This is an optimization exercise on Yosys and OpenROAD, whose aim is small area, not a production implementation.
The RTL was checked by simulation tests, not by an equivalence proof against the original design.
Power and IR drop assume default switching activity.

**flow/run.sh**
```bash
#!/bin/bash
# synth_recipe.tcl (not shown) runs the flow's synth.tcl, then flattens the netlist and writes it again
# the make line also repeats each setting of config.mk as NAME=value (left out here)
make -C /OpenROAD-flow-scripts/flow DESIGN_CONFIG=/design/flow/config.mk WORK_HOME=/design/flow/orfs CLKGATE_MAP_FILE= SYNTH_SCRIPT=/design/flow/synth_recipe.tcl finish
```
**flow/config.mk**
```make
export PLATFORM = sky130hd
export DESIGN_NAME = e203_exu_regfile_top
export DESIGN_NICKNAME = e203_exu_regfile_top
export VERILOG_FILES = /design/flow/design.v
export SDC_FILE = /design/flow/constraint.sdc
export NUM_CORES = 4
export LEC_CHECK = 0
export CAP_MARGIN = 20
export CORE_MARGIN = 2
export CORE_UTILIZATION = 20
export MAX_ROUTING_LAYER = met5
export PLACE_DENSITY = 0.3
export SLEW_MARGIN = 20
```
**flow/constraint.sdc**
```tcl
create_clock -name core_clock -period 10.0 [get_ports {clk}]
set_input_delay 2.0000 -clock core_clock [delete_from_list [all_inputs] [get_ports {clk}]]
set_output_delay 2.0000 -clock core_clock [all_outputs]
set_load 0.01 [all_outputs]
```
**flow/design.v**
```verilog
module sirv_gnrl_dfflr_init # (
  parameter DW = 32,
  parameter rst_value = 0
) (
  input               lden, 
  input      [DW-1:0] dnxt,
  output     [DW-1:0] qout,
  input               clk,
  input               rst_n
);
reg [DW-1:0] qout_r;
always @(posedge clk or negedge rst_n)
begin : DFFLRS_PROC
  if (rst_n == 1'b0)
    qout_r <= rst_value;
  else if (lden == 1'b1)
    qout_r <=   dnxt;
end
assign qout = qout_r;
endmodule
module sirv_gnrl_dfflrs # (
  parameter DW = 32
) (
  input               lden, 
  input      [DW-1:0] dnxt,
  output     [DW-1:0] qout,
  input               clk,
  input               rst_n
);
reg [DW-1:0] qout_r;
always @(posedge clk or negedge rst_n)
begin : DFFLRS_PROC
  if (rst_n == 1'b0)
    qout_r <= {DW{1'b1}};
  else if (lden == 1'b1)
    qout_r <=   dnxt;
end
assign qout = qout_r;
endmodule
module sirv_gnrl_dfflr # (
  parameter DW = 32
) (
  input               lden, 
  input      [DW-1:0] dnxt,
  output     [DW-1:0] qout,
  input               clk,
  input               rst_n
);
reg [DW-1:0] qout_r;
always @(posedge clk or negedge rst_n)
begin : DFFLR_PROC
  if (rst_n == 1'b0)
    qout_r <= {DW{1'b0}};
  else if (lden == 1'b1)
    qout_r <=   dnxt;
end
assign qout = qout_r;
endmodule
module sirv_gnrl_dffl # (
  parameter DW = 32
) (
  input               lden, 
  input      [DW-1:0] dnxt,
  output     [DW-1:0] qout,
  input               clk 
);
reg [DW-1:0] qout_r;
always @(posedge clk)
begin : DFFL_PROC
  if (lden == 1'b1)
    qout_r <=   dnxt;
end
assign qout = qout_r;
endmodule
module sirv_gnrl_dffrs # (
  parameter DW = 32
) (
  input      [DW-1:0] dnxt,
  output     [DW-1:0] qout,
  input               clk,
  input               rst_n
);
reg [DW-1:0] qout_r;
always @(posedge clk or negedge rst_n)
begin : DFFRS_PROC
  if (rst_n == 1'b0)
    qout_r <= {DW{1'b1}};
  else                  
    qout_r <=   dnxt;
end
assign qout = qout_r;
endmodule
module sirv_gnrl_dffr # (
  parameter DW = 32
) (
  input      [DW-1:0] dnxt,
  output     [DW-1:0] qout,
  input               clk,
  input               rst_n
);
reg [DW-1:0] qout_r;
always @(posedge clk or negedge rst_n)
begin : DFFR_PROC
  if (rst_n == 1'b0)
    qout_r <= {DW{1'b0}};
  else                  
    qout_r <=   dnxt;
end
assign qout = qout_r;
endmodule
module sirv_gnrl_ltch # (
  parameter DW = 32
) (
  input               lden, 
  input      [DW-1:0] dnxt,
  output     [DW-1:0] qout
);
reg [DW-1:0] qout_r;
always @ * 
begin : LTCH_PROC
  if (lden == 1'b1)
    qout_r <= dnxt;
end
assign qout = qout_r;
endmodule
module e203_exu_regfile(
  input  [5-1:0] read_src1_idx,
  input  [5-1:0] read_src2_idx,
  output [32-1:0] read_src1_dat,
  output [32-1:0] read_src2_dat,
  input  wbck_dest_wen,
  input  [5-1:0] wbck_dest_idx,
  input  [32-1:0] wbck_dest_dat,
  output [32-1:0] x1_r,
  input  test_mode,
  input  clk,
  input  rst_n
  );
  wire [32-1:0] rf_r [32-1:0];
  wire [32-1:0] rf_wen;
  genvar i;
  generate  
      for (i=0; i<32; i=i+1) begin:regfile 
        if(i==0) begin: rf0
            assign rf_wen[i] = 1'b0;
            assign rf_r[i] = 32'b0;
        end
        else begin: rfno0
            assign rf_wen[i] = wbck_dest_wen & (wbck_dest_idx == i) ;
            sirv_gnrl_dfflr #(32) rf_dffl (rf_wen[i], wbck_dest_dat, rf_r[i], clk, rst_n);
        end
      end 
  endgenerate 
  assign read_src1_dat = rf_r[read_src1_idx];
  assign read_src2_dat = rf_r[read_src2_idx];
  assign x1_r = rf_r[1];
endmodule
module e203_exu_regfile_top(
  input  [2-1:0] ifu_read_thread_sel,
  input  [2-1:0] exu_read_thread_sel,
  input  [5-1:0] read_src1_idx,
  input  [5-1:0] read_src2_idx,
  output [32-1:0]        read_src1_dat,
  output [32-1:0]        read_src2_dat,
  input  [2-1:0] wbck_thread_sel,
  input  wbck_dest_wen,
  input  [5-1:0] wbck_dest_idx,
  input  [32-1:0] wbck_dest_dat,
  output [32-1:0] x1_r,
  input  test_mode,
  input  clk,
  input  rst_n
  );
  wire [2-1:0] rf_wen;
  wire [32-1:0] rf_read_src1_dat[2-1:0];
  wire [32-1:0] rf_read_src2_dat[2-1:0];
  wire [32-1:0] rf_x1_r[2-1:0];
  genvar i;
  generate
    for(i=0;i<2;i=i+1) begin
      assign rf_wen[i] = wbck_dest_wen & wbck_thread_sel[i];
      e203_exu_regfile u_e203_exu_regfile(
	      .read_src1_idx (read_src1_idx ),
	      .read_src2_idx (read_src2_idx ),
	      .read_src1_dat (rf_read_src1_dat[i]),
	      .read_src2_dat (rf_read_src2_dat[i]),
	      .x1_r          (rf_x1_r[i]),
	      .wbck_dest_wen (rf_wen[i]),
	      .wbck_dest_idx (wbck_dest_idx),
	      .wbck_dest_dat (wbck_dest_dat),
	      .test_mode     (test_mode),
	      .clk           (clk          ),
	      .rst_n         (rst_n        ) 
	    );
    end
  endgenerate
  assign read_src1_dat = ({32{exu_read_thread_sel[0]}} & rf_read_src1_dat[0]) |
                         ({32{exu_read_thread_sel[1]}} & rf_read_src1_dat[1]);
  assign read_src2_dat = ({32{exu_read_thread_sel[0]}} & rf_read_src2_dat[0]) |
                         ({32{exu_read_thread_sel[1]}} & rf_read_src2_dat[1]);
  assign x1_r = ({32{ifu_read_thread_sel[0]}} & rf_x1_r[0]) |
                ({32{ifu_read_thread_sel[1]}} & rf_x1_r[1]);
endmodule
```
==> flow_metrics.tcl <==
set metrics [dict create \
    p_clk_frac 0.431 \
    start_util 0.201 \
    worst_hold_path_type "reg -> reg" \
    grt_use_met2 0.443 \
    grt_first_pass_wirelength_um 1010000 \
    htreeDepth 5 \
    path_cells "buf_4, buf_4, nand3b_1, nor2_4, buf_12, buf_4, a22oi_1, nand4_1, nor3_1, o22ai_1, clkdlybuf4s50_1" \
    clkTransAtPathRegs_ns 0.06 \
    synth_commonest_cells "mux2_2, dfrtp_1, a22oi_1" \
    antenna_left 0 \
    finalClockSkew_ns 0 \
    cp_slowest_cell "nand3b_1" \
    cpPeakStageDelay_ns 0.73 \
    irDropWorstVdd_mv 0.121 \
    endpoint_kind "primary output" \
    use_met1 0.411 \
    row_count 259 \
    dr.pass1.iters 9 \
    crit_top_cell "buf_4" \
    synthCells 8337 \
    first_iter_violations 14642 \
    combPwrFrac 0.135 \
    grt_use_met3 0.0757 \
    crit_required_ns 8.00 \
    crit_type "in -> out" \
    grt_usage 0.302 \
    finalHoldViolCount 0 \
    pwr-share-seq 0.434 \
    die-area_mm2 0.507 \
    pre_cts_slack_ns 1.09 \
    synth_edf_count 0 \
    top_register "genblk1.u_e203_exu_regfile.regfile.rfno0.rf_dffl.qout_r" \
    ys.flop_type "dfrtp_1" \
    maxCapViolations 0 \
    p_total_mw 23.4 \
    syn_to_final_growth_pct 21.3 \
    fin_crit_sh 0.894 \
    tritoncts "built" \
    grt_start_max_net_pins 148 \
    synth.avg_cell_area_um2 12.0 \
    ys_top_cells_by_area "dfrtp_1, mux2_2, a22oi_1" \
    ys_types 75 \
    ys_seq_area_frac 0.495 \
    cts.path.max_buffers 4 \
    post_cts_buffers 0 \
    synth_seq_cells 1984 \
    worst_slack_ns 1.06 \
    p_switching_mw 7.14 \
    io_pins 153 \
    synth.most_common_cell "mux2_2" \
    largestRegisters "genblk1.u_e203_exu_regfile.regfile.rfno0.rf_dffl.qout_r (1984)" \
    numPortBuffers 151 \
    max_freq_mhz 112 \
    via_per_inst 6.03 \
    fp.dieW_um 712 \
    worst_setup_path_start_kind "input pin" \
    via_count 92420 \
    crit_fanout 26 \
    die_h_um 712 \
    synth_warnings 3 \
    grt_antenna_before_repair 157 \
    timing.final.crit_period_ns 8.94 \
    layout-drive-gt1-share 0.373 \
    outcome "complete, no violations" \
    gp_congestion 0.874 \
    cts_buffers 269 \
    async_flop_share 1.00 \
    drc 0 \
    power.internal_mw 16.3 \
    cts.sinks 1984 \
    maxSlewViolCount 0 \
    hold_ws_ns 0.524 \
    cts-hold-fix-buffers 0 \
    cts_resized 0 \
    grt_pass1_vias 87517 \
    syn_nets 8394 \
    nNetsFinal 8458 \
    synth_area_mm2 0.100 \
    synth_top_area_cell "dfrtp_1" \
    post-route-util 0.244 \
    fin_tns_setup_ns 0 \
    rsz0062_at_grt "false" \
    critPathArrivalTime_ns 6.94 \
    coreArea_mm2 0.498 \
    grt.busiest_layer "met2" \
    largest_reg_flops 1984 \
    relSlewSlack 0.140 \
    path_buf_inv 5 \
    routed_wl_um 795000 \
    cts-root-buf "clkbuf_16" \
    wl_per_cell_um 51.9 \
    dpl.hpwl_um 476000 \
    powerDensity_mw_per_mm2 193 \
    synth_top_area_frac 0.495 \
    tightestPinTransition_ns 1.28 \
    switching_share 0.305 \
    clock_latency_ns 0.96 \
    setup_violations 0 \
    p_leak_nw 53.7 \
    grt-ovfl-total 0 \
    path_delay_family "buffers and inverters" \
]
power by group through the flow:
| stage | clock [mW] | combinational [mW] | sequential, mW |
|---|---|---|---|
| 4_1_cts | 10.2 | 3.11 | 10.1 |
| 6_report | 10.1 | 3.16 | 10.2 |
| 5_1_grt | 10.5 | 3.25 | 10.3 |
| 3_5_place_dp | 0 | 3.10 | 10.3 |
| 2_1_floorplan | 0 | 1.62 | 9.80 |
| 3_3_place_gp | 0 | 3.06 | 10.2 |
routing by layer:
layer | vias up | wire length [µm]
li1 | 32722 | -
met2 | 7271 | 336000
met4 | 30 | 46000
met1 | 50639 | 336000
met5 | - | 264
met3 | 1758 | 76500
stage by stage:
| stage | cells | cell area, µm² |
|---|---|---|
| after floorplan | 8337 | 100000 |
| after global placement | 14778 | 112000 |
| after detailed placement | 14783 | 112000 |
| after CTS | 15252 | 121000 |
| after global routing | 15266 | 121000 |
| final | 15332 | 122000 |
final cells by class:
| class | count | area (µm²) |
|---|---|---|
| Fill cell | 52687 | 377000 |
| Sequential cell | 1984 | 49600 |
| Multi-Input combinational cell | 5455 | 47900 |
| Tap cell | 6655 | 8330 |
| Clock buffer | 407 | 8050 |
| Timing Repair Buffer | 675 | 6570 |
| Clock inverter | 62 | 827 |
| Antenna cell | 78 | 195 |
| Inverter | 16 | 65.1 |
cells by family after synthesis:
| kind of cell | Yosys count | synth area share |
|---|---|---|
| mux | 2175 | 0.243 |
| flops | 1984 | 0.495 |
| compound gates | 1892 | 0.145 |
| simple gates | 1388 | 0.0789 |
| buf+inv | 898 | 0.0375 |
worst paths after layout:
kind / start / to / slack [ns] / cells after the start
min in group asynchronous: rst_n / async pin / 1.03 / 1
max in group asynchronous: rst_n / async pin / 6.76 / 3
min: flip-flop / flip-flop / 0.52 / 1
min reg2reg: flip-flop / flip-flop / 0.52 / 1
max: read_src1_idx[1] / read_src1_dat[22] / 1.06 / 11
max reg2reg: flip-flop / flip-flop / 8.90 / 1
layout by cell type (no fill, tap or decap), types with 74 or more instances in the layout:
cell type        count
a2111oi_0          121
a22o_1             117
a22oi_1           1291
and3_1             351
buf_12              96
buf_4              450
clkbuf_16          276
clkdlybuf4s50_1    105
dfrtp_1           1984
diode_2             78
mux2_2            2045
mux2i_1            129
nand2_1            112
nand3_1            193
nand4_1            254
nor2_4              74
nor4_1              97

-- re-timing with driven ports --
How much do the figures lean on ideal ports? The routed layout below was timed once more, with nothing changed but the port constraints.
Step 1 assumes that a clkbuf_16 drives the clock port and a buf_2 every other input.
Step 2, shift: input delay + t, output delay - t, t = (earliest + latest rising clock arrival at the registers) / 2. This alone moves slack from input paths to output paths.
a / b / c = no drivers / after step 1 / after step 2; a / b = the first two.
shift t [ns]: 1.081
slack for setup (ns): 1.059 / 1.026 / 1.026
hold slack, ns: 0.524 / 0.524 / 0.524
clock arrival spread, ns: 0.063 / 0.063
worst data-port slew with drivers (ns): 0.26
After both steps this run still meets setup and hold. The setup slack of this run moves by -0.033 ns with the drivers and by -0.033 ns with both steps.
